This design comes from an exercise in tuning for small area, a short achievable clock period and few clock cycles per item on the open sky130 flow, not from production work. Only simulation tests tie the RTL to the original design; equivalence was not proved.

Design fpu_s, start of the top module:
module fpu_s (
  input         clk,
  input         rst_n,
  input         req_valid,
  input  [6:0]  req_opcode,
  input  [6:0]  req_f7,
  input  [2:0]  req_rm,
  input  [4:0]  req_rs2,
  input  [31:0] req_v1,
  input  [31:0] req_v2,
  input  [31:0] req_v3,
  output        resp_valid,
  output [31:0] resp_value,
  output [4:0]  resp_fflags
);
  localparam K = 4;                  
  localparam NC = 6;                 
  localparam N = K * NC + 1;         
  localparam F = N + 2;              
  localparam WD = F + 3;
  wire [31:0] a = req_v1, b = req_v2, c = req_v3;
  wire op53 = req_opcode == 7'h53;
  wire is_fmadd = ~op53;
  wire d_add  = op53 & (req_f7 == 7'h00);
  wire d_sub  = op53 & (req_f7 == 7'h04);
  wire d_mul  = op53 & (req_f7 == 7'h08);
  wire d_div  = op53 & (req_f7 == 7'h0c);
  wire d_sqrt = op53 & (req_f7 == 7'h2c);
  wire d_i2f  = op53 & (req_f7 == 7'h68);
  wire d_f2i  = op53 & (req_f7 == 7'h60);
  wire d_addsub = d_add | d_sub;
  wire d_fma  = d_addsub | d_mul | is_fmadd | d_i2f;
  wire d_ds   = d_div | d_sqrt;
  wire d_misc = ~d_fma & ~d_ds;
  wire start = req_valid & rst_n;
  reg [2:0] brm;
  always @* case (req_rm) 3'd0: brm = 0; 3'd1: brm = 4; 3'd2: brm = 3; 3'd3: brm = 2; 3'd4: brm = 1; default: brm = 0; endcase
  reg        pend;           
  reg        slowm;          
  reg        v_misc;         
  reg [31:0] misc_res; reg [4:0] misc_fl;
  reg [27:0] f_x, f_y; reg f_abgt, f_eeq, f_sub;
  reg [7:0]  f_xe; reg [2:0] f_abfl; reg f_sgn, f_sgnc, f_acc, f_neg, f_spec, f_ssgn, f_snv;
  reg [1:0]  f_skind; reg [2:0] f_rm; reg [9:0] f_exp;
  reg        busy; reg [2:0] cnt; reg f_dmode;
  reg [WD-1:0] ds_ws, ds_wc; reg [N:0] ds_q, ds_qm, ds_m; reg ds_sq; reg ds_s;
  wire [23:0] ds_d = misc_res[23:0];    
  wire [9:0]  ds_e = f_exp;             
  wire [31:0] oa = d_addsub ? {b[31] ^ d_sub, b[30:0]} : a;
  ...
Size: roughly 160 I/O pins, ~70,000 sq um of cells after synthesis.
Settings: LEC_CHECK=0, CAP_MARGIN=20, CORE_MARGIN=2, CORE_UTILIZATION=40, SETUP_SLACK_MARGIN=5, SLEW_MARGIN=20; clock period 20.0 ns.
run.sh (not shown) runs the stock make flow with config.mk's settings and CLKGATE_MAP_FILE= SYNTH_SCRIPT=/design/flow/synth_recipe.tcl, a recipe that flattens the netlist after the stock synthesis.
The first run finished clean.
Testbench counts at the start, summed over its fixed seeds: cycles 3,250, ops 2,400.
Change:
--- a/flow/design.v
+++ b/flow/design.v
@@ -9,18 +9,18 @@
   input  [31:0] req_v1,
   input  [31:0] req_v2,
   input  [31:0] req_v3,
   output        resp_valid,
   output [31:0] resp_value,
   output [4:0]  resp_fflags
 );
-  localparam K = 4;                  
-  localparam NC = 6;                 
+  localparam K = 6;                  
+  localparam NC = 4;                 
   localparam N = K * NC + 1;         
-  localparam F = N + 2;              
+  localparam F = N + 1;              
   localparam WD = F + 3;
   wire [31:0] a = req_v1, b = req_v2, c = req_v3;
   wire op53 = req_opcode == 7'h53;
   wire is_fmadd = ~op53;
   wire d_add  = op53 & (req_f7 == 7'h00);
   wire d_sub  = op53 & (req_f7 == 7'h04);
   wire d_mul  = op53 & (req_f7 == 7'h08);
@@ -39,15 +39,15 @@
   reg        slowm;          
   reg        v_misc;         
   reg [31:0] misc_res; reg [4:0] misc_fl;
   reg [27:0] f_x, f_y; reg f_abgt, f_eeq, f_sub;
   reg [7:0]  f_xe; reg [2:0] f_abfl; reg f_sgn, f_sgnc, f_acc, f_neg, f_spec, f_ssgn, f_snv;
   reg [1:0]  f_skind; reg [2:0] f_rm; reg [9:0] f_exp;
   reg        busy; reg [2:0] cnt; reg f_dmode;
-  reg [WD-1:0] ds_ws, ds_wc; reg [N:0] ds_q, ds_qm, ds_m; reg ds_sq; reg ds_s;
+  reg [WD-1:0] ds_ws, ds_wc; reg [N:0] ds_q, ds_qm; wire [N:0] ds_m; reg ds_sq; reg ds_s;
   wire [23:0] ds_d = misc_res[23:0];    
   wire [9:0]  ds_e = f_exp;             
   wire [31:0] oa = d_addsub ? {b[31] ^ d_sub, b[30:0]} : a;
   wire [31:0] ob = d_addsub ? 32'h3f800000 : b;
   wire acc = ~d_mul & ~d_i2f;
   wire [31:0] oc = d_addsub ? a : ~acc ? 32'd0 : {c[31] ^ req_opcode[2] ^ req_opcode[3], c[30:0]};
   wire neg = is_fmadd & req_opcode[3];
@@ -111,14 +111,18 @@
   wire        dv_lt  = a[22:0] < b[22:0];        
   wire [WD-1:0] ds_w0 = d_sqrt ? (({{(WD-24){1'b0}}, sq_sig} << (F - 26 + (sq_odd ? 1 : 0))) - ({{(WD-1){1'b0}}, 1'b1} << (F - 1)))
                                : ({{(WD-24){1'b0}}, 1'b1, a[22:0]} << (F - 25 + (dv_lt ? 1 : 0)));
   wire [WD-1:0] dd = {{(WD-24){1'b0}}, ds_d} << (F - 24);
   wire [WD-1:0] sws [0:K]; wire [WD-1:0] swc [0:K]; wire [N:0] qq [0:K]; wire [N:0] qm [0:K]; wire [N:0] mm [0:K];
   assign sws[0] = ds_ws; assign swc[0] = ds_wc; assign qq[0] = ds_q; assign qm[0] = ds_qm; assign mm[0] = ds_m;
   genvar g;
+  generate for (g = 0; g <= N; g = g + 1) begin : mw
+    if (g < N && (N - 1 - g) % K == 0) assign ds_m[g] = cnt == (N - 1 - g) / K;
+    else assign ds_m[g] = 1'b0;
+  end endgenerate
   generate for (g = 0; g < K; g = g + 1) begin : st
     srt_step #(.F(F), .N(N)) u (.sq(ds_sq), .ws(sws[g]), .wc(swc[g]), .q(qq[g]), .qm(qm[g]), .m(mm[g]), .d(dd),
                                 .ws_n(sws[g+1]), .wc_n(swc[g+1]), .q_n(qq[g+1]), .qm_n(qm[g+1]), .m_n(mm[g+1]));
   end endgenerate
   wire ds_last = busy & (cnt == NC - 1);
   wire [WD-1:0] lws = sws[1], lwc = swc[1];      
   wire [N:0] lq = qq[1], lqm = qm[1];
@@ -163,15 +167,14 @@
       misc_res <= oc;
     end
     if (fma_go & ~go_slow) f_abfl <= al_abfl;
     ds_ws <= start ? ds_w0 : sws[K];
     ds_wc <= start ? {WD{1'b0}} : swc[K];
     ds_q  <= start ? (d_sqrt ? {1'b1, {N{1'b0}}} : {(N+1){1'b0}}) : qq[K];
     ds_qm <= start ? {(N+1){1'b0}} : qm[K];
-    ds_m  <= start ? {2'b01, {(N-1){1'b0}}} : mm[K];
     if (start) begin
       cnt <= 3'd0;
       ds_sq <= d_sqrt;
       if (d_ds) begin
         misc_res <= {8'd0, 1'b1, b[22:0]};
         f_exp <= d_sqrt ? sq_eh : {2'd0, ea} - {2'd0, eb} - {9'd0, dv_lt};
       end
What happened: Non-clock buffer count rose by 144; synthesized area rose by a few percent; global-route usage fell by 0.46 points; setup slack is worse by 0.0086 ns; hold slack is better by 0.011 ns; clock skew fell by 0.041 ns; die area rose by a few percent; critical path depth rose by 12.
Testbench counts after the change, summed over its fixed seeds: cycles 2,982, ops 2,400.


Setup of old:
Another version of the RTL of fpu_s (not shown whole).
Size: about 250 flip-flops, about 160 I/O pins, ~72000 µm² of cells after synthesis.
clock: 20.0 ns
lec_check: 0
cap_margin: 20
core_margin: 2
core_utilization: 40
setup_slack_margin: 5
slew_margin: 20
Testbench counts of old, summed over its fixed seeds: cycles 2,982, ops 2,400.
> inputs changed (old -> new)
--- a/flow/design.v
+++ b/flow/design.v
@@ -5,24 +5,24 @@
   input  [6:0]  req_opcode,
   input  [6:0]  req_f7,
   input  [2:0]  req_rm,
   input  [4:0]  req_rs2,
   input  [31:0] req_v1,
   input  [31:0] req_v2,
   input  [31:0] req_v3,
   output        resp_valid,
   output [31:0] resp_value,
   output [4:0]  resp_fflags
 );
-  localparam K = 6;                  
-  localparam NC = 4;                 
+  localparam K = 4;                  
+  localparam NC = 6;                 
   localparam N = K * NC + 1;         
   localparam F = N + 1;              
   localparam WD = F + 3;
   wire [31:0] a = req_v1, b = req_v2, c = req_v3;
   wire op53 = req_opcode == 7'h53;
   wire is_fmadd = ~op53;
   wire d_add  = op53 & (req_f7 == 7'h00);
   wire d_sub  = op53 & (req_f7 == 7'h04);
   wire d_mul  = op53 & (req_f7 == 7'h08);
   wire d_div  = op53 & (req_f7 == 7'h0c);
   wire d_sqrt = op53 & (req_f7 == 7'h2c);
--- outcome ---
Source of the critical timing path: ds_ws[25]$_DFF_P_ -> old, req_v1[27] -> new
When new is measured against old, its latest clock arrival within the worst-skew pair turns out 30 ps lower.
new gives more worst setup slack than old did.
Between old and new, the flow reports average via count per standard cell increasing slightly.
new vs old, instance count: new lower
new vs. old: number of distinct library cell variants in the gate-level netlist after synthesis went up by 12.
Synthesized area down 3600 µm² in new wrt old
Wire length per cell after detailed routing of new falls short of that of old by a little under 10%.
For the horizontal die dimension, new came in 11 µm lower than old did.
Across both runs, total length of routed met2 wires was lower for new than for old.
Comparing old with new, the number of enable-type register cells in the synthesized netlist came out essentially unchanged.
Testbench counts of new, summed over its fixed seeds: cycles 3,250, ops 2,400.

-- port drivers added, routing unchanged --
How much do the figures lean on ideal ports? The routed layouts below were timed once more, with nothing changed but the port constraints.
Step 1, drivers: a clkbuf_16 drives clk and a buf_2 each remaining input, both assumed.
Step 2, shift: input delay + t, output delay - t, t = (earliest + latest rising clock arrival at the registers) / 2. This alone moves slack from input paths to output paths.
Three values: ideal, step 1, step 2; two values: the first two.
| run | shift t [ns] | slack for setup (ns) | worst setup path at the end | slew at the worst register clock pin (ns) | worst data-port slew with drivers (ns) |
|---|---|---|---|---|---|
| the first run of note 1 | 0.674 | 5.138 / 5.161 / 4.490 | input to register | 0.07 / 0.07 | 0.34 |
| the second run of note 1 | 0.659 | 5.129 / 5.057 / 4.521 | input to register | 0.07 / 0.07 | 0.16 |
| old | 0.675 | 4.621 / 4.621 / 4.534 | input to register | 0.07 / 0.07 | 0.09 |
| new | 0.666 | 4.985 / 4.952 / 4.358 | input to register | 0.08 / 0.08 | 0.27 |
After both steps setup and hold are still met in every run listed. For the first run of note 1, which loses most, drivers alone change the setup slack by +0.023 ns; drivers and shift together by -0.648 ns.
